This design comes from an exercise in tuning for small area, a short achievable clock period and few clock cycles per item on the open sky130 flow, not from production work.
No functional check of the RTL was part of any run shown here.
No activity file was given, so power comes from the tool's default toggle rates.

==> flow/design.v (outline; a module is shown in full before it is edited, if it fits) <==
// module cnm_top: 1251 lines
// module cnm_fa: 4 lines
// module cnm_fx: 6 lines
// module cnm_mj: 3 lines
// module cnm_aoi21: 3 lines
// module cnm_oai21: 3 lines
// module cnm_nr: 3 lines
// module cnm_nd: 3 lines
// module cnm_ha: 4 lines
// module cnm_hn: 4 lines
// module cnm_x2: 3 lines
// module cnm_xn: 3 lines
// module cnm_or: 3 lines
module cnm_top (
    input  logic               clk,
    input  logic               rst,
    input  logic               in_valid,
    input  logic signed [7:0]  rea,
    input  logic signed [7:0]  ima,
    input  logic signed [7:0]  req,
    input  logic signed [7:0]  imq,
    output logic               out_valid,
    output logic signed [15:0] rep,
    output logic signed [15:0] imp
);
  // ...
==> flow/flow/run.sh <==
#!/bin/bash
# Own layout flow: the standard flow (standard synthesis, same steps and
# settings) with these changes:
#  - after the floorplan step, combinational cells that synthesis mapped at a
#    larger drive strength are set back to drive strength 1 (downsize.tcl);
#    the standard repair steps that follow upsize where timing needs it;
#  - the port buffers are the small sky130 buf_1 cell instead of the delay
#    cell buffer_ports picks by default (every input and output port still
#    gets its own buffer; repair may resize them);
#  - clock tree synthesis adds no dummy loads.
set -euo pipefail
export BUFFER_PORTS_ARGS="-buffer_cell sky130_fd_sc_hd__buf_1"
export CTS_ARGS="-sink_clustering_enable -repair_clock_nets -dont_use_dummy_load -buf_list {sky130_fd_sc_hd__clkbuf_4 sky130_fd_sc_hd__clkbuf_8}"
bash standard.sh floorplan > flow_make_floorplan.log 2>&1
RESULTS=orfs/results/$FLOW_PLATFORM/cnm_top/base \
LIB=$FLOW_HOME/platforms/$FLOW_PLATFORM/lib/sky130_fd_sc_hd__tt_025C_1v80.lib \
  openroad -no_init -exit flow/downsize.tcl > downsize.log 2>&1
touch orfs/results/$FLOW_PLATFORM/cnm_top/base/2_floorplan.odb
bash standard.sh > flow_make.log 2>&1
==> flow/flow/downsize.tcl <==
# Set every combinational cell of the synthesized, floorplanned design to its
# drive-strength-1 variant (same function and footprint family). The flow's
# later repair steps upsize again where timing needs it. Registers, clock and
# tap cells are left alone.
set results $::env(RESULTS)
read_liberty $::env(LIB)
read_db $results/2_floorplan.odb
set n 0
foreach inst [get_cells *] {
  set ref [get_property $inst ref_name]
  if {![regexp {^(sky130_fd_sc_hd__([a-z0-9]+))_([0-9]+)$} $ref -> base fn drive]} continue
  if {$drive <= 1} continue
  if {[regexp {^(df|ed|sd|dl|clk|tap|fill|decap|conb|probe|lpflow|buf|inv|bufinv|dly)} $fn]} continue
  set lc [get_lib_cells -quiet ${base}_1]
  if {$lc eq ""} continue
  replace_cell $inst $lc
  incr n
}
puts "downsized $n cells"
write_db $results/2_floorplan.odb
==> flow/standard.sh <==
#!/bin/bash
# synth_recipe.tcl (not shown) runs the flow's synth.tcl, then flattens the netlist and writes it again
# the make line also repeats each setting of config.mk as NAME=value (left out here)
make -C /OpenROAD-flow-scripts/flow DESIGN_CONFIG=/design/flow/config.mk WORK_HOME=/design/flow/orfs CLKGATE_MAP_FILE= SYNTH_SCRIPT=/design/flow/synth_recipe.tcl "${@:-finish}"
==> flow/config.mk <==
export PLATFORM = sky130hd
export DESIGN_NAME = cnm_top
export DESIGN_NICKNAME = cnm_top
export VERILOG_FILES = /design/flow/design.v
export SDC_FILE = /design/flow/constraint.sdc
export NUM_CORES = 4
export LEC_CHECK = 0
export CAP_MARGIN = 20
export CORE_MARGIN = 2
export CORE_UTILIZATION = 40
export CTS_BUF_LIST = sky130_fd_sc_hd__clkbuf_4 sky130_fd_sc_hd__clkbuf_8
export SETUP_SLACK_MARGIN = 4.65
export SLEW_MARGIN = 20
export SYNTH_HIERARCHICAL = 1
==> flow/constraint.sdc <==
create_clock -name core_clock -period 7.0 [get_ports {clk}]
set_input_delay 1.4000 -clock core_clock [delete_from_list [all_inputs] [get_ports {clk}]]
set_output_delay 1.4000 -clock core_clock [all_outputs]
set_load 0.01 [all_outputs]
==> reports/summary.txt, run 1 <==
uppermost layer routed -> met4
Detail Route met3 WL -> 1350 um
area of the die -> 26300 um2
most frequent cell after synthesis -> xnor2_1
total grt overflow -> 0
internal power -> 2.84 mW
clock-pin transition on the worst setup and hold timing paths -> 0.08 ns
placed cell area -> 9770 um2
layout sequential cell count -> 153
routing usage on met1 -> 21.9%
detail-routed via count per cell -> 4.97
clock latency at the later pin of the worst-skew pair -> 0.45 ns
CTS H-tree depth -> 4
total number of multi-input combinational cells -> 619
endpoints failing setup -> 0
data arrival time at the worst-slack endpoint -> 2.63 ns
placed cell count -> 1202
Antenna Nets Post-Route -> 0
run status -> no timing/DRC/antenna violations
number of cells upsized or downsized after cts -> 90
synth cell count leaders -> 174 x xnor2_1, 153 x dfxtp_1, 86 x fa_1, 69 x a22oi_1, 62 x xor2_1
area of the multi-input gates -> 5960 um2
Clock-cell share -> 2.20%
overall die width -> 162 um
Worst Path Class, Setup -> register to register
Layout Cells excl Fill -> 1263
switching share of power -> 40.7%
highest-count cells in the layout ignoring fill and taps -> 173 x xnor2_1, 112 x dfxtp_1, 110 x a22oi_1, 80 x fa_1, 61 x xor2_1
==> run 2: changes to the inputs <==
--- a/flow/design.v
+++ b/flow/design.v
@@ -593,30 +593,30 @@
     logic n580;
     logic rep_s110_q1_581;
     logic rep_c152_q1_582;
     logic rep_s153_q1_583;
     logic rep_s116_q1_584;
     logic rep_c154_q1_585;
     logic rep_s155_q1_586;
     logic rep_c156_q1_587;
-    logic rep_s157_q1_588;
-    logic rep_s120_q1_589;
+    logic rep_s120_q1_588;
+    logic rep_s157_q1_589;
     logic rep_s124_q1_590;
     logic rep_c158_q1_591;
     logic rep_s159_q1_592;
     logic rep_s128_q1_593;
     logic rep_c160_q1_594;
     logic rep_s161_q1_595;
     logic rep_s132_q1_596;
-    logic rep_s163_q1_597;
-    logic rep_c162_q1_598;
+    logic rep_c162_q1_597;
+    logic rep_s163_q1_598;
     logic rep_c133_q1_599;
-    logic rep_s165_q1_600;
-    logic rep_c164_q1_601;
+    logic rep_c164_q1_600;
+    logic rep_s165_q1_601;
     logic rep_c137_q1_602;
     logic rep_s167_q1_603;
     logic rep_c166_q1_604;
     logic rep_c141_q1_605;
     logic rep_s169_q1_606;
     logic rep_c168_q1_607;
     logic rep_c176_q1_608;
     logic repl_c207_q1_609;
@@ -631,30 +631,30 @@
     logic rep_t234_q1_618;
     logic imp_s395_q1_619;
     logic imp_c436_q1_620;
     logic imp_s437_q1_621;
     logic imp_s401_q1_622;
     logic imp_c438_q1_623;
     logic imp_s439_q1_624;
     logic imp_c440_q1_625;
-    logic imp_s441_q1_626;
-    logic imp_s405_q1_627;
+    logic imp_s405_q1_626;
+    logic imp_s441_q1_627;
     logic imp_s409_q1_628;
     logic imp_c442_q1_629;
     logic imp_s443_q1_630;
     logic imp_s413_q1_631;
     logic imp_c444_q1_632;
     logic imp_s445_q1_633;
     logic imp_s417_q1_634;
-    logic imp_s447_q1_635;
-    logic imp_c446_q1_636;
+    logic imp_c446_q1_635;
+    logic imp_s447_q1_636;
     logic imp_c418_q1_637;
-    logic imp_s449_q1_638;
-    logic imp_c448_q1_639;
+    logic imp_c448_q1_638;
+    logic imp_s449_q1_639;
     logic imp_c422_q1_640;
     logic imp_s451_q1_641;
     logic imp_c450_q1_642;
     logic imp_c426_q1_643;
     logic imp_s453_q1_644;
     logic imp_c452_q1_645;
     logic imp_c460_q1_646;
     logic impl_c491_q1_647;
@@ -784,40 +784,40 @@
     cnm_ha u_rep_s142 (.a(rep_b27), .b(rep_b34), .s(rep_s142), .co(rep_c143));
     cnm_hn u_rep_s144 (.a(rep_b63), .b(rep_b70), .s(rep_s144), .co(rep_c145));
     assign n146 = ~imq_nneg_r[0];
     cnm_hn u_rep_s147 (.a(req_nneg_r[0]), .b(n146), .s(rep_s147), .co(rep_c148));
     cnm_hn u_rep_s149 (.a(rep_b10), .b(rep_b39), .s(rep_s149), .co(rep_c150));
     cnm_fa u_rep_s151 (.a(rep_b40), .b(rep_b47), .c(rep_s108), .s(rep_s151), .co(rep_c152));
     cnm_fa u_rep_s153 (.a(rep_s112), .b(rep_c109), .c(rep_s77), .s(rep_s153), .co(rep_c154));
     cnm_fa u_rep_s155 (.a(rep_c113), .b(rep_c111), .c(rep_s114), .s(rep_s155), .co(rep_c156));
-    cnm_fx u_rep_s157 (.a(rep_c115), .b(rep_s118), .c(rep_c117), .s(rep_s157), .co(rep_c158));
-    cnm_fx u_rep_s159 (.a(rep_c119), .b(rep_s122), .c(rep_c121), .s(rep_s159), .co(rep_c160));
-    cnm_fx u_rep_s161 (.a(rep_c123), .b(rep_s126), .c(rep_c125), .s(rep_s161), .co(rep_c162));
-    cnm_fx u_rep_s163 (.a(rep_c127), .b(rep_s130), .c(rep_c129), .s(rep_s163), .co(rep_c164));
-    cnm_fx u_rep_s165 (.a(rep_c131), .b(rep_s134), .c(rep_s136), .s(rep_s165), .co(rep_c166));
-    cnm_fx u_rep_s167 (.a(rep_s138), .b(rep_c135), .c(rep_s140), .s(rep_s167), .co(rep_c168));
+    cnm_fa u_rep_s157 (.a(rep_c115), .b(rep_s118), .c(rep_c117), .s(rep_s157), .co(rep_c158));
+    cnm_fa u_rep_s159 (.a(rep_c119), .b(rep_s122), .c(rep_c121), .s(rep_s159), .co(rep_c160));
+    cnm_fa u_rep_s161 (.a(rep_c123), .b(rep_s126), .c(rep_c125), .s(rep_s161), .co(rep_c162));
+    cnm_fa u_rep_s163 (.a(rep_c127), .b(rep_s130), .c(rep_c129), .s(rep_s163), .co(rep_c164));
+    cnm_fa u_rep_s165 (.a(rep_c131), .b(rep_s134), .c(rep_s136), .s(rep_s165), .co(rep_c166));
+    cnm_fa u_rep_s167 (.a(rep_s138), .b(rep_c135), .c(rep_s140), .s(rep_s167), .co(rep_c168));
     cnm_fa u_rep_s169 (.a(rep_s144), .b(rep_s142), .c(rep_c139), .s(rep_s169), .co(rep_c170));
     cnm_fa u_rep_s171 (.a(rep_b35), .b(rep_b71), .c(rep_c143), .s(rep_s171), .co(rep_c172));
     cnm_hn u_rep_s173 (.a(rep_s147), .b(rep_b1), .s(rep_s173), .co(rep_c174));
     cnm_fa u_rep_s175 (.a(rep_c148), .b(rep_b2), .c(rep_b38), .s(rep_s175), .co(rep_c176));
     cnm_fa u_rep_s177 (.a(rep_b46), .b(rep_s149), .c(rep_s106), .s(rep_s177), .co(rep_c178));
-    cnm_fx u_rep_s179 (.a(rep_c150), .b(rep_c107), .c(rep_s151), .s(rep_s179), .co(rep_c180));
+    cnm_fa u_rep_s179 (.a(rep_c150), .b(rep_c107), .c(rep_s151), .s(rep_s179), .co(rep_c180));
     cnm_fa u_rep_s181 (.a(rep_s110_q1_581), .b(rep_c152_q1_582), .c(rep_s153_q1_583), .s(rep_s181), .co(rep_c182));
     cnm_fa u_rep_s183 (.a(rep_s116_q1_584), .b(rep_c154_q1_585), .c(rep_s155_q1_586), .s(rep_s183), .co(rep_c184));
-    cnm_fa u_rep_s185 (.a(rep_c156_q1_587), .b(rep_s157_q1_588), .c(rep_s120_q1_589), .s(rep_s185), .co(rep_c186));
+    cnm_fa u_rep_s185 (.a(rep_c156_q1_587), .b(rep_s120_q1_588), .c(rep_s157_q1_589), .s(rep_s185), .co(rep_c186));
     cnm_fa u_rep_s187 (.a(rep_s124_q1_590), .b(rep_c158_q1_591), .c(rep_s159_q1_592), .s(rep_s187), .co(rep_c188));
     cnm_fa u_rep_s189 (.a(rep_s128_q1_593), .b(rep_c160_q1_594), .c(rep_s161_q1_595), .s(rep_s189), .co(rep_c190));
-    cnm_fa u_rep_s191 (.a(rep_s132_q1_596), .b(rep_s163_q1_597), .c(rep_c162_q1_598), .s(rep_s191), .co(rep_c192));
-    cnm_fa u_rep_s193 (.a(rep_c133_q1_599), .b(rep_s165_q1_600), .c(rep_c164_q1_601), .s(rep_s193), .co(rep_c194));
+    cnm_fa u_rep_s191 (.a(rep_s132_q1_596), .b(rep_c162_q1_597), .c(rep_s163_q1_598), .s(rep_s191), .co(rep_c192));
+    cnm_fa u_rep_s193 (.a(rep_c133_q1_599), .b(rep_c164_q1_600), .c(rep_s165_q1_601), .s(rep_s193), .co(rep_c194));
     cnm_fa u_rep_s195 (.a(rep_c137_q1_602), .b(rep_s167_q1_603), .c(rep_c166_q1_604), .s(rep_s195), .co(rep_c196));
     cnm_fa u_rep_s197 (.a(rep_c141_q1_605), .b(rep_s169_q1_606), .c(rep_c168_q1_607), .s(rep_s197), .co(rep_c198));
-    cnm_fx u_rep_s199 (.a(rep_c145), .b(rep_s171), .c(rep_c170), .s(rep_s199), .co(rep_c200));
+    cnm_fa u_rep_s199 (.a(rep_c145), .b(rep_s171), .c(rep_c170), .s(rep_s199), .co(rep_c200));
     assign n201 = ~rep_b36;
-    cnm_fx u_rep_s202 (.a(rep_b72), .b(n201), .c(rep_c172), .s(rep_s202), .co(rep_c203));
+    cnm_fa u_rep_s202 (.a(rep_b72), .b(n201), .c(rep_c172), .s(rep_s202), .co(rep_c203));
     cnm_hn u_repl_s204 (.a(rep_b37), .b(rep_s173), .s(repl_s204), .co(repl_c205));
     cnm_fa u_repl_s206 (.a(rep_c174), .b(repl_c205), .c(rep_s175), .s(repl_s206), .co(repl_c207));
     cnm_fa u_repl_s208 (.a(rep_c176_q1_608), .b(repl_c207_q1_609), .c(rep_s177_q1_610), .s(repl_s208), .co(repl_c209));
     cnm_fa u_repl_s210 (.a(rep_c178_q1_611), .b(rep_s179_q1_612), .c(repl_c209), .s(repl_s210), .co(repl_c211));
     cnm_ha u_rep_t212 (.a(rep_s181), .b(rep_c180_q1_613), .s(rep_t212), .co(rep_g213));
     cnm_ha u_rep_t214 (.a(rep_s183), .b(rep_c182), .s(rep_t214), .co(rep_g215));
     cnm_ha u_rep_t216 (.a(rep_s185), .b(rep_c184), .s(rep_t216), .co(rep_g217));
     cnm_ha u_rep_t218 (.a(rep_s187), .b(rep_c186), .s(rep_t218), .co(rep_g219));
@@ -989,40 +989,40 @@
     cnm_fa u_imp_s425 (.a(imp_b357), .b(imp_c388), .c(imp_c390), .s(imp_s425), .co(imp_c426));
     cnm_ha u_imp_s427 (.a(imp_b315), .b(imp_b322), .s(imp_s427), .co(imp_c428));
     cnm_hn u_imp_s429 (.a(imp_b351), .b(imp_b358), .s(imp_s429), .co(imp_c430));
     cnm_hn u_imp_s431 (.a(imq_nneg_r[0]), .b(req_nneg_r[0]), .s(imp_s431), .co(imp_c432));
     cnm_hn u_imp_s433 (.a(imp_b298), .b(imp_b327), .s(imp_s433), .co(imp_c434));
     cnm_fa u_imp_s435 (.a(imp_b328), .b(imp_b335), .c(imp_s393), .s(imp_s435), .co(imp_c436));
     cnm_fa u_imp_s437 (.a(imp_s397), .b(imp_c394), .c(imp_s363), .s(imp_s437), .co(imp_c438));
     cnm_fa u_imp_s439 (.a(imp_c398), .b(imp_c396), .c(imp_s399), .s(imp_s439), .co(imp_c440));
-    cnm_fx u_imp_s441 (.a(imp_c400), .b(imp_s403), .c(imp_c402), .s(imp_s441), .co(imp_c442));
-    cnm_fx u_imp_s443 (.a(imp_c404), .b(imp_s407), .c(imp_c406), .s(imp_s443), .co(imp_c444));
-    cnm_fx u_imp_s445 (.a(imp_c408), .b(imp_s411), .c(imp_c410), .s(imp_s445), .co(imp_c446));
-    cnm_fx u_imp_s447 (.a(imp_c412), .b(imp_s415), .c(imp_c414), .s(imp_s447), .co(imp_c448));
-    cnm_fx u_imp_s449 (.a(imp_c416), .b(imp_s419), .c(imp_s421), .s(imp_s449), .co(imp_c450));
-    cnm_fx u_imp_s451 (.a(imp_s423), .b(imp_c420), .c(imp_s425), .s(imp_s451), .co(imp_c452));
+    cnm_fa u_imp_s441 (.a(imp_c400), .b(imp_s403), .c(imp_c402), .s(imp_s441), .co(imp_c442));
+    cnm_fa u_imp_s443 (.a(imp_c404), .b(imp_s407), .c(imp_c406), .s(imp_s443), .co(imp_c444));
+    cnm_fa u_imp_s445 (.a(imp_c408), .b(imp_s411), .c(imp_c410), .s(imp_s445), .co(imp_c446));
+    cnm_fa u_imp_s447 (.a(imp_c412), .b(imp_s415), .c(imp_c414), .s(imp_s447), .co(imp_c448));
+    cnm_fa u_imp_s449 (.a(imp_c416), .b(imp_s419), .c(imp_s421), .s(imp_s449), .co(imp_c450));
+    cnm_fa u_imp_s451 (.a(imp_s423), .b(imp_c420), .c(imp_s425), .s(imp_s451), .co(imp_c452));
     cnm_fa u_imp_s453 (.a(imp_s429), .b(imp_s427), .c(imp_c424), .s(imp_s453), .co(imp_c454));
     cnm_fa u_imp_s455 (.a(imp_b323), .b(imp_b359), .c(imp_c428), .s(imp_s455), .co(imp_c456));
     cnm_hn u_imp_s457 (.a(imp_s431), .b(imp_b289), .s(imp_s457), .co(imp_c458));
     cnm_fa u_imp_s459 (.a(imp_c432), .b(imp_b290), .c(imp_b326), .s(imp_s459), .co(imp_c460));
     cnm_fa u_imp_s461 (.a(imp_b334), .b(imp_s433), .c(imp_s391), .s(imp_s461), .co(imp_c462));
-    cnm_fx u_imp_s463 (.a(imp_c434), .b(imp_c392), .c(imp_s435), .s(imp_s463), .co(imp_c464));
+    cnm_fa u_imp_s463 (.a(imp_c434), .b(imp_c392), .c(imp_s435), .s(imp_s463), .co(imp_c464));
     cnm_fa u_imp_s465 (.a(imp_s395_q1_619), .b(imp_c436_q1_620), .c(imp_s437_q1_621), .s(imp_s465), .co(imp_c466));
     cnm_fa u_imp_s467 (.a(imp_s401_q1_622), .b(imp_c438_q1_623), .c(imp_s439_q1_624), .s(imp_s467), .co(imp_c468));
-    cnm_fa u_imp_s469 (.a(imp_c440_q1_625), .b(imp_s441_q1_626), .c(imp_s405_q1_627), .s(imp_s469), .co(imp_c470));
+    cnm_fa u_imp_s469 (.a(imp_c440_q1_625), .b(imp_s405_q1_626), .c(imp_s441_q1_627), .s(imp_s469), .co(imp_c470));
     cnm_fa u_imp_s471 (.a(imp_s409_q1_628), .b(imp_c442_q1_629), .c(imp_s443_q1_630), .s(imp_s471), .co(imp_c472));
     cnm_fa u_imp_s473 (.a(imp_s413_q1_631), .b(imp_c444_q1_632), .c(imp_s445_q1_633), .s(imp_s473), .co(imp_c474));
-    cnm_fa u_imp_s475 (.a(imp_s417_q1_634), .b(imp_s447_q1_635), .c(imp_c446_q1_636), .s(imp_s475), .co(imp_c476));
-    cnm_fa u_imp_s477 (.a(imp_c418_q1_637), .b(imp_s449_q1_638), .c(imp_c448_q1_639), .s(imp_s477), .co(imp_c478));
+    cnm_fa u_imp_s475 (.a(imp_s417_q1_634), .b(imp_c446_q1_635), .c(imp_s447_q1_636), .s(imp_s475), .co(imp_c476));
+    cnm_fa u_imp_s477 (.a(imp_c418_q1_637), .b(imp_c448_q1_638), .c(imp_s449_q1_639), .s(imp_s477), .co(imp_c478));
     cnm_fa u_imp_s479 (.a(imp_c422_q1_640), .b(imp_s451_q1_641), .c(imp_c450_q1_642), .s(imp_s479), .co(imp_c480));
     cnm_fa u_imp_s481 (.a(imp_c426_q1_643), .b(imp_s453_q1_644), .c(imp_c452_q1_645), .s(imp_s481), .co(imp_c482));
-    cnm_fx u_imp_s483 (.a(imp_c430), .b(imp_s455), .c(imp_c454), .s(imp_s483), .co(imp_c484));
+    cnm_fa u_imp_s483 (.a(imp_c430), .b(imp_s455), .c(imp_c454), .s(imp_s483), .co(imp_c484));
     assign n485 = ~imp_b324;
-    cnm_fx u_imp_s486 (.a(imp_b360), .b(n485), .c(imp_c456), .s(imp_s486), .co(imp_c487));
+    cnm_fa u_imp_s486 (.a(imp_b360), .b(n485), .c(imp_c456), .s(imp_s486), .co(imp_c487));
     cnm_hn u_impl_s488 (.a(imp_b325), .b(imp_s457), .s(impl_s488), .co(impl_c489));
     cnm_fa u_impl_s490 (.a(imp_c458), .b(impl_c489), .c(imp_s459), .s(impl_s490), .co(impl_c491));
     cnm_fa u_impl_s492 (.a(imp_c460_q1_646), .b(impl_c491_q1_647), .c(imp_s461_q1_648), .s(impl_s492), .co(impl_c493));
     cnm_fa u_impl_s494 (.a(imp_c462_q1_649), .b(imp_s463_q1_650), .c(impl_c493), .s(impl_s494), .co(impl_c495));
     cnm_ha u_imp_t496 (.a(imp_s465), .b(imp_c464_q1_651), .s(imp_t496), .co(imp_g497));
     cnm_ha u_imp_t498 (.a(imp_s467), .b(imp_c466), .s(imp_t498), .co(imp_g499));
     cnm_ha u_imp_t500 (.a(imp_s469), .b(imp_c468), .s(imp_t500), .co(imp_g501));
     cnm_ha u_imp_t502 (.a(imp_s471), .b(imp_c470), .s(imp_t502), .co(imp_g503));
@@ -1165,30 +1165,30 @@
         imq_one_r <= imq_one; imq_two_r <= imq_two; imq_nneg_r <= imq_nneg;
         rep_s110_q1_581 <= rep_s110;
         rep_c152_q1_582 <= rep_c152;
         rep_s153_q1_583 <= rep_s153;
         rep_s116_q1_584 <= rep_s116;
         rep_c154_q1_585 <= rep_c154;
         rep_s155_q1_586 <= rep_s155;
         rep_c156_q1_587 <= rep_c156;
-        rep_s157_q1_588 <= rep_s157;
-        rep_s120_q1_589 <= rep_s120;
+        rep_s120_q1_588 <= rep_s120;
+        rep_s157_q1_589 <= rep_s157;
         rep_s124_q1_590 <= rep_s124;
         rep_c158_q1_591 <= rep_c158;
         rep_s159_q1_592 <= rep_s159;
         rep_s128_q1_593 <= rep_s128;
         rep_c160_q1_594 <= rep_c160;
         rep_s161_q1_595 <= rep_s161;
         rep_s132_q1_596 <= rep_s132;
-        rep_s163_q1_597 <= rep_s163;
-        rep_c162_q1_598 <= rep_c162;
+        rep_c162_q1_597 <= rep_c162;
+        rep_s163_q1_598 <= rep_s163;
         rep_c133_q1_599 <= rep_c133;
-        rep_s165_q1_600 <= rep_s165;
-        rep_c164_q1_601 <= rep_c164;
+        rep_c164_q1_600 <= rep_c164;
+        rep_s165_q1_601 <= rep_s165;
         rep_c137_q1_602 <= rep_c137;
         rep_s167_q1_603 <= rep_s167;
         rep_c166_q1_604 <= rep_c166;
         rep_c141_q1_605 <= rep_c141;
         rep_s169_q1_606 <= rep_s169;
         rep_c168_q1_607 <= rep_c168;
         rep_c176_q1_608 <= rep_c176;
         repl_c207_q1_609 <= repl_c207;
@@ -1203,30 +1203,30 @@
         rep_t234_q1_618 <= rep_t234;
         imp_s395_q1_619 <= imp_s395;
         imp_c436_q1_620 <= imp_c436;
         imp_s437_q1_621 <= imp_s437;
         imp_s401_q1_622 <= imp_s401;
         imp_c438_q1_623 <= imp_c438;
         imp_s439_q1_624 <= imp_s439;
         imp_c440_q1_625 <= imp_c440;
-        imp_s441_q1_626 <= imp_s441;
-        imp_s405_q1_627 <= imp_s405;
+        imp_s405_q1_626 <= imp_s405;
+        imp_s441_q1_627 <= imp_s441;
         imp_s409_q1_628 <= imp_s409;
         imp_c442_q1_629 <= imp_c442;
         imp_s443_q1_630 <= imp_s443;
         imp_s413_q1_631 <= imp_s413;
         imp_c444_q1_632 <= imp_c444;
         imp_s445_q1_633 <= imp_s445;
         imp_s417_q1_634 <= imp_s417;
-        imp_s447_q1_635 <= imp_s447;
-        imp_c446_q1_636 <= imp_c446;
+        imp_c446_q1_635 <= imp_c446;
+        imp_s447_q1_636 <= imp_s447;
         imp_c418_q1_637 <= imp_c418;
-        imp_s449_q1_638 <= imp_s449;
-        imp_c448_q1_639 <= imp_c448;
+        imp_c448_q1_638 <= imp_c448;
+        imp_s449_q1_639 <= imp_s449;
         imp_c422_q1_640 <= imp_c422;
         imp_s451_q1_641 <= imp_s451;
         imp_c450_q1_642 <= imp_c450;
         imp_c426_q1_643 <= imp_c426;
         imp_s453_q1_644 <= imp_s453;
         imp_c452_q1_645 <= imp_c452;
         imp_c460_q1_646 <= imp_c460;
         impl_c491_q1_647 <= impl_c491;
@@ -1248,25 +1248,16 @@
         else vld <= {vld[1:0], in_valid};
     end
     assign out_valid = vld[2];
 endmodule
 module cnm_fa (input logic a, input logic b, input logic c, output logic s, output logic co);
     assign s  = a ^ b ^ c;
     assign co = (a & b) | (a & c) | (b & c);
 endmodule
-module cnm_fx (input logic a, input logic b, input logic c, output logic s, output logic co);
-    logic x;
-    cnm_x2 u_ab (.a(a), .b(b), .y(x));
-    cnm_x2 u_xc (.a(x), .b(c), .y(s));
-    cnm_mj u_mj (.a(a), .b(b), .c(c), .y(co));
-endmodule
-module cnm_mj (input logic a, input logic b, input logic c, output logic y);
-    assign y = (a & b) | (a & c) | (b & c);
-endmodule
 module cnm_aoi21 (input logic g1, input logic p1, input logic g0, output logic y);
     assign y = ~(g1 | (p1 & g0));
 endmodule
 module cnm_oai21 (input logic g1, input logic p1, input logic g0, output logic y);
     assign y = ~(g1 & (p1 | g0));
 endmodule
 module cnm_nr (input logic a, input logic b, output logic y);
     assign y = ~(a | b);
==> flow/config.mk (replaced) <==
export PLATFORM = sky130hd
export DESIGN_NAME = cnm_top
export DESIGN_NICKNAME = cnm_top
export VERILOG_FILES = /design/flow/design.v
export SDC_FILE = /design/flow/constraint.sdc
export NUM_CORES = 4
export LEC_CHECK = 0
export CAP_MARGIN = 20
export CORE_MARGIN = 2
export CORE_UTILIZATION = 40
export CTS_BUF_LIST = sky130_fd_sc_hd__clkbuf_4 sky130_fd_sc_hd__clkbuf_8
export SETUP_SLACK_MARGIN = 4.5
export SLEW_MARGIN = 20
export SYNTH_HIERARCHICAL = 1
==> run 2 against run 1 <==
Compared with the run above:
- utilization decreased by 1.9 points
- sequential share of layout area increased by 1.3 points
- synthesized area decreased by 1.6%
- critical path depth stayed put
- highest routed layer unchanged
- non-clock buffer count is 32 lower
- critical path type unchanged
- cell area is 5.3% lower
- maximum frequency is 5.0% lower
- clock power fell by 0.8%
- register-to-register slack got worse by 0.12 ns
==> reports/summary.txt, run 2 <==
port buffer count -> 67
overall fraction of global-route tracks in use -> 16.6%
Leakage Power -> 3.72 nW
highest-count cells in the layout ignoring fill and taps -> 173 x xnor2_1, 122 x dfxtp_1, 111 x a22oi_1, 104 x fa_1, 67 x buf_1
area of the die -> 25900 um2 (-1.5%)
clock latency at the later pin of the worst-skew pair -> 0.44 ns (about the same)
Antenna Nets Post-Route -> 0 (unchanged)
initial detailed-routing violation count -> 372
largest registers -> imp: 16 flops, rep: 16 flops
worst hold-check path type -> register to register
Worst Setup End Kind -> register
cts hold-fix bufs -> 0
unrepaired setup endpoints after global routing -> false
final antenna diode count -> 0
proportion of netlist area held by the largest area contributor -> 31.1%
area growth from synthesis to layout -> 2.49%
total count of max-transition violations in the final report -> 0
I/O pin count -> 68
first-pass GRT wire length -> 33100 um
commonest non-fill, non-tap cell in the layout -> xnor2_1
Final GP Congestion -> 0.840
most frequent cell after synthesis -> xnor2_1
remaining design rule violation count -> 0
per-cell routed wire length -> 17.3 um
Netlist Area Pre-Place -> 9850 um2
worst-margin pin slew -> 0.690 ns
worst-case hold slack -> 0.332 ns
Setup crit start kind -> register
final sum of negative setup slack -> 0 ns
syn nets -> 1006
pin count of the biggest net entering global routing -> 24
layout cells sized above 1 -> 8.73%
height of the die -> 161 um
syn avg cell area -> 11.8 um2
CTS tree -> built
power density over cell area -> 455 nW/um2
synth cell count leaders -> 174 x xnor2_1, 153 x dfxtp_1, 104 x fa_1, 69 x a22oi_1, 43 x a22oi_2
number of global-route vias before repair -> 6110
hold violation count in the final report -> 0
detail-routed via count per cell -> 5.02 (+1.0%)
clock-pin transition on the worst setup and hold timing paths -> 0.08 ns (about the same)
share of flip-flops with an asynchronous set or reset -> 0%
worst-case clock skew -> 0.0352 ns
post-route clock period utilization -> 34.9%
leading register cell type out of synthesis -> dfxtp_1
placed cell count -> 1169 (-2.7%)
IR drop worst, VDD -> 273 uV
data arrival time at the worst-slack endpoint -> 2.76 ns (+0.13 ns)
required time at the endpoint of the critical path -> 7.31 ns
number of flip-flops and latches in the synthesized netlist -> 153
CTS H-tree depth -> 4 (unchanged)
maximum clock insertion buffer count -> 2
total grt overflow -> 0 (unchanged)
count of different cell masters after synthesis -> 25
number of enable flip-flop cells after synthesis -> 0
routed wire length -> 20700 um
number of sinks handled by clock tree synthesis -> 153
library cell with the largest summed area after synthesis -> dfxtp_1
Layout Cells excl Fill -> 1195 (-5.4%)
endpoints failing setup -> 0 (unchanged)
placed cell area -> 9660 um2 (-1.2%)
starting utilization of the core area -> 40.6%
placed wire-length estimate after detailed placement -> 14300 um
fin crit period -> 2.45 ns
# Max-Cap Violations -> 0
Total Power -> 4.59 mW
relative slew slack -> 54.0%
Seq/Total Area, Yosys -> 31.1%
Crit Path Max Fanout -> 16
number of fill cells -> 2390
FMAX -> 409 MHz
master cell of the clock root buffer -> clkbuf_8
overall die width -> 161 um (-0.77%)
total number of yosys warnings -> 7
run status -> no timing/DRC/antenna violations
total via count after detailed routing -> 5999
dominant cells by area after synthesis -> dfxtp_1 31%, fa_1 21%, xnor2_1 15%
post-route design area -> 10100 um2
Initial DRT Pass Iterations -> 5
Num CTS Buffers -> 17
floorplan core area -> 24200 um2
Core Rows -> 57
number of antenna violations at the first check in global routing -> 0
Worst Path Class, Setup -> register to register
post-synthesis instance total -> 837
number of nets at the end of the flow -> 1042
-- run 2: changes by cell type after synthesis, sizes merged --
cell and change:
fa +18, maj3 -18, xor2 -36
-- run 2: worst paths after layout --
| path | slack, ns | end | startpoint | cells after the start |
|---|---|---|---|---|
| worst max-delay path | 4.55 | rep_s165_q1_601 | rea_r[2] | 5 |
| worst min-delay path | 0.33 | imp[1] | n578_q1_660 | 0 |
| worst max register to register | 4.55 | rep_s165_q1_601 | rea_r[2] | 5 |
| worst min register to register | 0.33 | imp[1] | n578_q1_660 | 0 |
-- run 2: final cells by class --
type                    instances  area (um2)  share of cell area (%)
multi-input cells             583        5780                    57.3
well taps                     324         405                    4.02
flip-flops and latches        153        3150                    31.2
repair buffers                 84         383                    3.79
inverters                      34         135                    1.34
clock buffers                  17         234                    2.32
-- run 2: repair_timing --
action,in CTS,in global routing
setup buffers,1,8
setup endpoints to repair,41,18
gates resized for setup,37,23
pin swaps,1,3
-- run 2: critical path, stage by stage (launching register included) --
cell and delay (ns):
dfxtp_2 0.58, a22oi_1 0.18, xnor2_1 0.18, fa_1 0.46
fa_1 0.51, fa_1 0.40
-- run 2: per-stage QoR --
step	utilization [%]	setup WS [ns]
2_1_floorplan	-	4.64
4_1_cts	41.1	4.48
3_5_place_dp	39.8	4.12
6_report	41.6	4.55
5_1_grt	41.6	4.50
3_3_place_gp	39.8	4.18
-- run 2: layer usage --
layer,track usage (%),wire length [um],share of wire [%]
met5,0,0,0
met2,27.5,9890,48
met4,6.45,635,3.1
met3,3.62,1230,5.9
met1,21.1,8910,43
-- run 2: logic make-up (layout without fill, tap and decap cells) --
group	Yosys count	after routing	synth area share (%)
XOR/XNOR	200	200	17.8
AO/OA/AOI/OAI	174	174	14.9
flip-flops	153	153	31.1
adder cells (fa/ha/maj)	134	134	25.0
buffers and inverters	101	135	7.38
AND/OR/NAND/NOR	75	75	3.89
-- run 2: power by group --
part | switching (mW) | internal (mW) | total (mW)
registers | 0.197 | 1.26 | 1.46
clock network | 0.272 | 0.214 | 0.485
logic | 1.41 | 1.23 | 2.64
-- run 2: Yosys stat by module, one instance, submodules excluded, a selection --
| module | flops+latches | cells |
|---|---|---|
| cnm_fa | 0 | 1 |
| cnm_nr | 0 | 1 |
| cnm_aoi21 | 0 | 1 |
| cnm_top | 153 | 573 |
| cnm_xn | 0 | 1 |
| cnm_oai21 | 0 | 1 |
==> run 3: changes to the inputs <==
--- a/flow/config.mk
+++ b/flow/config.mk
@@ -9,6 +9,6 @@
 export CORE_MARGIN = 2
 export CORE_UTILIZATION = 40
 export CTS_BUF_LIST = sky130_fd_sc_hd__clkbuf_4 sky130_fd_sc_hd__clkbuf_8
-export SETUP_SLACK_MARGIN = 4.5
+export SETUP_SLACK_MARGIN = 4.65
 export SLEW_MARGIN = 20
 export SYNTH_HIERARCHICAL = 1
==> run 3 against run 2 <==
Compared with the run above:
- cell area grew 7.4%
- worst hold slack got worse by 0.023 ns
- sequential cell count unchanged
- via count increased by 5.6%
- final cell count increased by 5.5%
- non-clock buffer count rose by 66
- register-to-register slack better by 0.098 ns
- critical path type unchanged
- largest cell class unchanged
==> reports/summary.txt, run 3 <==
total grt overflow -> 0 (unchanged)
share of flip-flops with an asynchronous set or reset -> 0% (unchanged)
overall die width -> 161 um (unchanged)
master cell of the clock root buffer -> clkbuf_8
Antenna Nets Post-Route -> 0 (unchanged)
proportion of netlist area held by the largest area contributor -> 31.1% (unchanged)
Layout Cells excl Fill -> 1261 (+5.5%)
Core Rows -> 57 (unchanged)
largest registers -> imp: 16 flops, rep: 16 flops
total number of yosys warnings -> 7 (unchanged)
remaining design rule violation count -> 0 (unchanged)
most frequent cell after synthesis -> xnor2_1
placed wire-length estimate after detailed placement -> 14400 um (+0.78%)
number of nets at the end of the flow -> 1108 (+6.3%)
area of the die -> 25900 um2 (unchanged)
data arrival time at the worst-slack endpoint -> 2.66 ns (-0.10 ns)
library cell with the largest summed area after synthesis -> dfxtp_1
Worst Setup End Kind -> register
IR drop worst, VDD -> 223 uV (-18%)
syn avg cell area -> 11.8 um2 (unchanged)
number of global-route vias before repair -> 6392 (+4.6%)
total count of max-transition violations in the final report -> 0 (unchanged)
Initial DRT Pass Iterations -> 5 (unchanged)
number of antenna violations at the first check in global routing -> 0 (unchanged)
CTS H-tree depth -> 4 (unchanged)
CTS tree -> built
leading register cell type out of synthesis -> dfxtp_1
layout cells sized above 1 -> 20.8% (+12 points)
maximum clock insertion buffer count -> 2 (unchanged)
Setup crit start kind -> register
total via count after detailed routing -> 6332 (+5.6%)
# Max-Cap Violations -> 0 (unchanged)
worst hold-check path type -> register to register
dominant cells by area after synthesis -> dfxtp_1 31%, fa_1 21%, xnor2_1 15%
final antenna diode count -> 0 (unchanged)
endpoints failing setup -> 0 (unchanged)
Total Power -> 4.75 mW (+3.5%)
overall fraction of global-route tracks in use -> 17.3% (+0.77 points)
count of different cell masters after synthesis -> 25 (unchanged)
Worst Path Class, Setup -> register to register
power density over cell area -> 438 nW/um2 (-3.6%)
FMAX -> 426 MHz (+4.2%)
reg-to-reg slack, setup -> 4.65 ns (+0.10 ns)
post-synthesis instance total -> 837 (unchanged)
detail-routed via count per cell -> 5.02 (about the same)
final sum of negative setup slack -> 0 ns (unchanged)
post-route clock period utilization -> 33.5% (-1.4 points)
height of the die -> 161 um (unchanged)
placed cell count -> 1168 (-0.086%)
floorplan core area -> 24200 um2 (unchanged)
number of flip-flops and latches in the synthesized netlist -> 153 (unchanged)
port buffer count -> 67 (unchanged)
run status -> no timing/DRC/antenna violations
highest-count cells in the layout ignoring fill and taps -> 171 x xnor2_1, 114 x dfxtp_1, 103 x a22oi_1, 99 x fa_1, 77 x buf_4
routed wire length -> 21800 um (+5.6%)
number of sinks handled by clock tree synthesis -> 153 (unchanged)
commonest non-fill, non-tap cell in the layout -> xnor2_1
first-pass GRT wire length -> 34900 um (+5.2%)
worst setup margin -> 4.65 ns (+0.0981 ns)
clock-pin transition on the worst setup and hold timing paths -> 0.09 ns (about the same)
synth cell count leaders -> 174 x xnor2_1, 153 x dfxtp_1, 104 x fa_1, 69 x a22oi_1, 43 x a22oi_2
worst-margin pin slew -> 0.415 ns (-0.275 ns)
Final Core Density -> 44.7% (+3.1 points)
clock latency at the later pin of the worst-skew pair -> 0.46 ns (+0.02 ns)
I/O pin count -> 68 (unchanged)
Seq/Total Area, Yosys -> 31.1% (unchanged)
worst setup slack before clock tree synthesis -> 4.10 ns (-0.0213 ns)
starting utilization of the core area -> 40.6% (unchanged)
relative slew slack -> 72.4% (+18 points)
unrepaired setup endpoints after global routing -> true
Final GP Congestion -> 0.888 (+5.8%)
Crit Path Max Fanout -> 15 (-1)
fin crit period -> 2.35 ns (-0.0981 ns)
per-cell routed wire length -> 17.3 um (about the same)
number of enable flip-flop cells after synthesis -> 0 (unchanged)
syn nets -> 1006 (unchanged)
pin count of the biggest net entering global routing -> 24 (unchanged)
cts hold-fix bufs -> 0 (unchanged)
Leakage Power -> 4.17 nW (+12%)
Netlist Area Pre-Place -> 9850 um2 (unchanged)
required time at the endpoint of the critical path -> 7.31 ns (about the same)
Num CTS Buffers -> 17 (unchanged)
hold violation count in the final report -> 0 (unchanged)
area growth from synthesis to layout -> 10.1%
initial detailed-routing violation count -> 422 (+13%)
worst-case clock skew -> 0.0277 ns (-0.00751 ns)
run 3: power breakdown:
part	leakage (nW)	internal, mW	total [mW]	switching [mW]
clock	0.122	0.214	0.495	0.281
sequential	1.30	1.26	1.45	0.185
combinational	2.74	1.32	2.81	1.49
run 3: critical path, stage by stage (launching register included):
cell	delay (ns)
dfxtp_4	0.48
a22oi_1	0.15
xnor2_1	0.24
fa_1	0.48
fa_1	0.42
fa_1	0.43
run 3: metal layers:
metal  vias up  track usage (%)  wire [um]
li1       2941                -          -
met1      3132             22.6       9220
met2       224             28.2      10500
met3        35             3.64       1440
met4         0             6.98        689
met5         -                0          0
run 3: cell families (layout without fill, tap and decap cells):
kind of cell             after synthesis  count (layout)  synth area share [%]
AO/OA/AOI/OAI                        174             174                  14.9
flip-flops                           153             153                  31.1
buffers and inverters                101             201                  7.38
adder cells (fa/ha/maj)              134             134                  25.0
XOR/XNOR                             200             200                  17.8
AND/OR/NAND/NOR                       75              75                  3.89
run 3: cell type report:
type | instances | area (um2)
Inverter | 34 | 135
Multi-Input combinational cell | 583 | 5880
Tap cell | 324 | 405
Clock buffer | 17 | 234
Fill cell | 2327 | 13400
Sequential cell | 153 | 3190
Timing Repair Buffer | 150 | 985
run 3: per-module statistics from Yosys, one instance, submodules excluded, a selection:
| module | copies in the design | flops+latches |
|---|---|---|
| cnm_or | 24 | 0 |
| cnm_ha | 30 | 0 |
| cnm_nd | 14 | 0 |
| cnm_xn | 36 | 0 |
| cnm_x2 | 12 | 0 |
| cnm_fa | 104 | 0 |
| cnm_oai21 | 14 | 0 |
| cnm_top | 1 | 153 |
| cnm_aoi21 | 26 | 0 |
| cnm_nr | 4 | 0 |
run 3: worst paths after layout:
check,cells past startpoint,start,endpoint
worst min-delay path,0,n573_q1_657,rep[0]
worst max-delay path,5,rea_r[4],rep_s159_q1_592
worst min register to register,0,n573_q1_657,rep[0]
worst max register to register,5,rea_r[4],rep_s159_q1_592
run 3: timing repair:
| action | CTS | global route |
|---|---|---|
| buffers inserted | 16 | 60 |
| endpoints found under the setup margin | 69 | 43 |
| hold endpoints to repair | 0 | 0 |
| resized for setup | 87 | 55 |
| pin swaps | 5 | 10 |
| gates cloned | 0 | 0 |
run 3: stage by stage:
stage,instance area (um2),hold WS (ns)
finish,10800,0.309
CTS,10200,0.311
floorplan,9860,0.310
global placement,9650,0.313
detailed placement,9650,0.312
global route,10800,0.310

==> port drivers added, routing unchanged <==
How much do the figures lean on ideal ports? The routed layouts below were timed once more, with nothing changed but the port constraints. Step 1 assumes that a clkbuf_16 drives the clock port and a buf_2 every other input. Step 2 adds t to the input delays and takes it off the output delays; t is the mean of the earliest and latest rising clock arrival at the registers after step 1. Input paths then give back, and output paths get back, about the clock's delay inside the block. Slacks: no drivers / after step 1 / after step 2; pairs: no drivers / after step 1.
| run | t (ns) | slack for setup (ns) | latest minus earliest clock arrival (ns) | worst register clock-pin slew, ns |
|---|---|---|---|---|
| run 1 | 0.474 | 4.677 / 4.677 / 4.677 | 0.030 / 0.030 | 0.08 / 0.08 |
| run 2 | 0.469 | 4.554 / 4.554 / 4.554 | 0.035 / 0.036 | 0.09 / 0.09 |
| run 3 | 0.481 | 4.652 / 4.652 / 4.652 | 0.032 / 0.033 | 0.10 / 0.10 |
After both steps setup and hold are still met in every run listed.
